Background: an optimization exercise with open tools, aiming at small area, a short achievable clock period and few clock cycles. Do not read the settings as production practice.
In this exercise RTL edits were held to simulation tests only and were not proved equivalent to the original.
The clock port is modelled as an ideal driver, which makes a skipped or thinned clock tree look cheaper than it is; a real chip needs a root buffer or a tree.
Power and IR drop assume default switching activity.

P:
==> module simd_histogram, before the edit <==
module simd_histogram (
	input             clk,
	input             rst_n,
	input             img_ready,
	output     [11:0] img_addr,
	input      [31:0] img_data,
	output            hist_we,
	output      [2:0] hist_addr,
	output     [15:0] hist_data,
	output reg        hist_transmit
);
localparam [2:0] U0 = 3'd6;
localparam [11:0] A_LAST = 12'h800;    
reg        busy;       
reg        rd;         
reg [11:0] addr;
reg        v1;         
reg        v2;         
reg        v3;         
reg        ow;         
reg  [2:0] u;          
reg [11:0] px;         
reg  [1:0] eq, ne;     
wire go    = rst_n & ((~busy & ~ow & img_ready) | rd);
wire start = v3 & ~v2;
wire [2:0] nu = 3'd2 - u;    
wire       fb = addr[11] ^ addr[5] ^ addr[3] ^ addr[0] ^ (addr[10:0] == 11'd0);
always @(posedge clk) begin
	px   <= {img_data[31:29] + nu, img_data[23:21] + nu, img_data[15:13] + nu, img_data[7:5] + nu};
	eq[0] <= v1 & (img_data[15:13] == img_data[7:5]);
	ne[0] <= v1 & (img_data[15:13] != img_data[7:5]);
	eq[1] <= v1 & (img_data[31:29] == img_data[23:21]);
	ne[1] <= v1 & (img_data[31:29] != img_data[23:21]);
	addr <= go ? {addr[10:0], fb} : 12'd0;
	if (~rst_n) begin
		busy <= 1'b0;
		rd   <= 1'b0;
		v1   <= 1'b0;
		v2   <= 1'b0;
		v3   <= 1'b0;
		ow   <= 1'b1;
		u    <= U0;
		hist_transmit <= 1'b0;
	end else begin
		busy <= (busy & ~hist_transmit) | go;
		rd   <= go & (addr != A_LAST);
		v1   <= go;
		v2   <= v1;
		v3   <= v2;
		ow   <= start | (ow & (u != U0 + 3'd1));
		u    <= (busy | ow) ? u - 3'd1 : 3'd0;
		hist_transmit <= busy & ow & (u == U0 + 3'd2);
	end
end
assign img_addr  = addr;
assign hist_we   = ow;
assign hist_addr = u;
wire [4:0] lo [0:7];
wire       cy [0:7];
wire       p  [0:7];
wire [9:0] hi [0:7];
genvar s, l;
generate
	for (s = 0; s < 8; s = s + 1) begin : SLOT
		wire [3:0] match;
		for (l = 0; l < 4; l = l + 1) begin : PIX
			assign match[l] = (px[3*l+2:3*l] == s);
		end
		Histogram #(.INC(s == 0)) H (
			.clk(clk), .match(match), .eq(eq), .ne(ne), .clear(s == 1 ? ow : 1'b0),
			.loIn(lo[(s + 7) % 8]), .cyIn(cy[(s + 7) % 8]), .pIn(p[(s + 7) % 8]), .hiIn(hi[(s + 7) % 8]),
			.lo(lo[s]), .cy(cy[s]), .p(p[s]), .hi(hi[s]));
	end
endgenerate
assign hist_data = {1'b0, hi[0], lo[0]};
endmodule
export LEC_CHECK = 0
export CAP_MARGIN = 20
export CORE_MARGIN = 2
export CORE_UTILIZATION = 40
export PLACE_DENSITY = 0.6
export SETUP_SLACK_MARGIN = 3.85
export SLEW_MARGIN = 20
create_clock -name core_clock -period 6.0 [get_ports {clk}]
standard.sh (not shown) runs the stock make flow with config.mk's settings and CLKGATE_MAP_FILE= SYNTH_SCRIPT=/design/flow/synth_recipe.tcl, a recipe that flattens the netlist after the stock synthesis.
==> flow/flow/run.sh <==
#!/bin/bash
# The standard layout (standard.sh), except that the clock tree is built
# by flow/cts_hook.tcl, run by ORFS's CTS step as its PRE_CTS_TCL hook,
# instead of by TritonCTS, and the port buffers are inserted as buf_1 cells
# (buffer_ports otherwise picks a delay cell, clkdlybuf4s50_1, larger and
# slower; the timing repair resizes any that need more drive). make's full output goes to flow_make.log; each
# ORFS step keeps its own log under orfs/logs/.
set -euo pipefail
export PRE_CTS_TCL="$(pwd)/flow/cts_hook.tcl"
export BUFFER_PORTS_ARGS="-buffer_cell sky130_fd_sc_hd__buf_1"
bash standard.sh finish > flow_make.log 2>&1
Other scripts of this flow, unchanged in this note and not shown: flow/flow/cts_hook.tcl
Testbench counts of P, summed over its fixed seeds: cycles 131,464.
diff inputs: P => R
==> flow/design.v, changed modules only <==
module simd_histogram (
	input             clk,
	input             rst_n,
	input             img_ready,
	output     [11:0] img_addr,
	input      [31:0] img_data,
	output            hist_we,
	output      [2:0] hist_addr,
	output     [15:0] hist_data,
	output reg        hist_transmit
);
localparam [2:0] U0 = 3'd6;
reg        busy;       
reg [11:0] addr;
reg        v1;         
reg        v2;         
reg        v3;         
reg        ow;         
reg  [2:0] u;          
reg [11:0] px;         
reg  [1:0] eq;         
wire a0    = (addr[10:0] == 11'd0);    
wire rd    = busy & ~(a0 & ~addr[11]);
wire go    = rst_n & ((~busy & ~ow & img_ready) | rd);
wire start = v3 & ~v2;
wire [1:0] ne = {2{v2}} & ~eq;    
wire [2:0] nu = 3'd2 - u;    
wire       fb = addr[11] ^ addr[5] ^ addr[3] ^ addr[0] ^ a0;
always @(posedge clk) begin
	px   <= {img_data[31:29] + nu, img_data[23:21] + nu, img_data[15:13] + nu, img_data[7:5] + nu};
	eq[0] <= v1 & (img_data[15:13] == img_data[7:5]);
	eq[1] <= v1 & (img_data[31:29] == img_data[23:21]);
	addr <= go ? {addr[10:0], fb} : 12'd0;
	if (~rst_n) begin
		busy <= 1'b0;
		v1   <= 1'b0;
		v2   <= 1'b0;
		v3   <= 1'b0;
		ow   <= 1'b1;
		u    <= U0;
		hist_transmit <= 1'b0;
	end else begin
		busy <= (busy & ~hist_transmit) | go;
		v1   <= go;
		v2   <= v1;
		v3   <= v2;
		ow   <= start | (ow & (u != U0 + 3'd1));
		u    <= (busy | ow) ? u - 3'd1 : 3'd0;
		hist_transmit <= busy & ow & (u == U0 + 3'd2);
	end
end
assign img_addr  = addr;
assign hist_we   = ow;
assign hist_addr = u;
wire [4:0] lo [0:7];
wire       cy [0:7];
wire       p  [0:7];
wire [9:0] hi [0:7];
genvar s, l;
generate
	for (s = 0; s < 8; s = s + 1) begin : SLOT
		wire [3:0] match;
		for (l = 0; l < 4; l = l + 1) begin : PIX
			assign match[l] = (px[3*l+2:3*l] == s);
		end
		Histogram #(.INC(s == 0)) H (
			.clk(clk), .match(match), .eq(eq), .ne(ne), .clear(s == 1 ? ow : 1'b0),
			.loIn(lo[(s + 7) % 8]), .cyIn(cy[(s + 7) % 8]), .pIn(p[(s + 7) % 8]), .hiIn(hi[(s + 7) % 8]),
			.lo(lo[s]), .cy(cy[s]), .p(p[s]), .hi(hi[s]));
	end
endgenerate
assign hist_data = {1'b0, hi[0], lo[0]};
endmodule
==> comparison <==
Worst hold slack essentially unchanged between P and R. Global-route usage over all layers: P vs R — no meaningful difference. Design area, P and R: higher on P. Status: final period utilization parity (P, R). R does better than P on total power consumption of the routed design. Compared with P, R shows global routing met3 resource utilization higher by 0.15 points. Looking at wire length across both flows, R is the weaker of the two, with P ahead. Relative to P, R degrades worst setup timing slack at the placement stage. Between R and P, it is R whose final RePlAce weighted congestion is higher, by 3.5%. The fraction of the mapped netlist area in compound gates number comes out higher for P vs R.
Testbench counts of R, summed over its fixed seeds: cycles 131,464.
No run of this note takes its clock network from TritonCTS; it comes from the design's own scripts or RTL.

separate check: timing with driven ports:
Ports are ideal in the flow. The routed layouts listed here were re-timed in OpenROAD. Step 1 (the two cells are an assumption about what drives the block):
set clk [get_ports {clk}]
set_driving_cell -lib_cell sky130_fd_sc_hd__clkbuf_16 $clk
set_driving_cell -lib_cell sky130_fd_sc_hd__buf_2 [delete_from_list [all_inputs] $clk]
Step 2 also shifts input and output timing later by t, the mid clock arrival at the registers, as if the neighbouring blocks saw the same clock. a / b / c = ideal / step 1 / step 2; a / b = the first two.
| run | shift t [ns] | slack for setup (ns) | worst setup path at the end |
|---|---|---|---|
| P | 0.405 | 3.904 / 3.865 / 3.691 | input to register |
| R | 0.396 | 3.899 / 3.865 / 3.660 | input to register |
After both steps setup and hold are still met in every run listed. The setup slack of R, which loses most, moves by -0.034 ns with the drivers and by -0.239 ns with both steps.
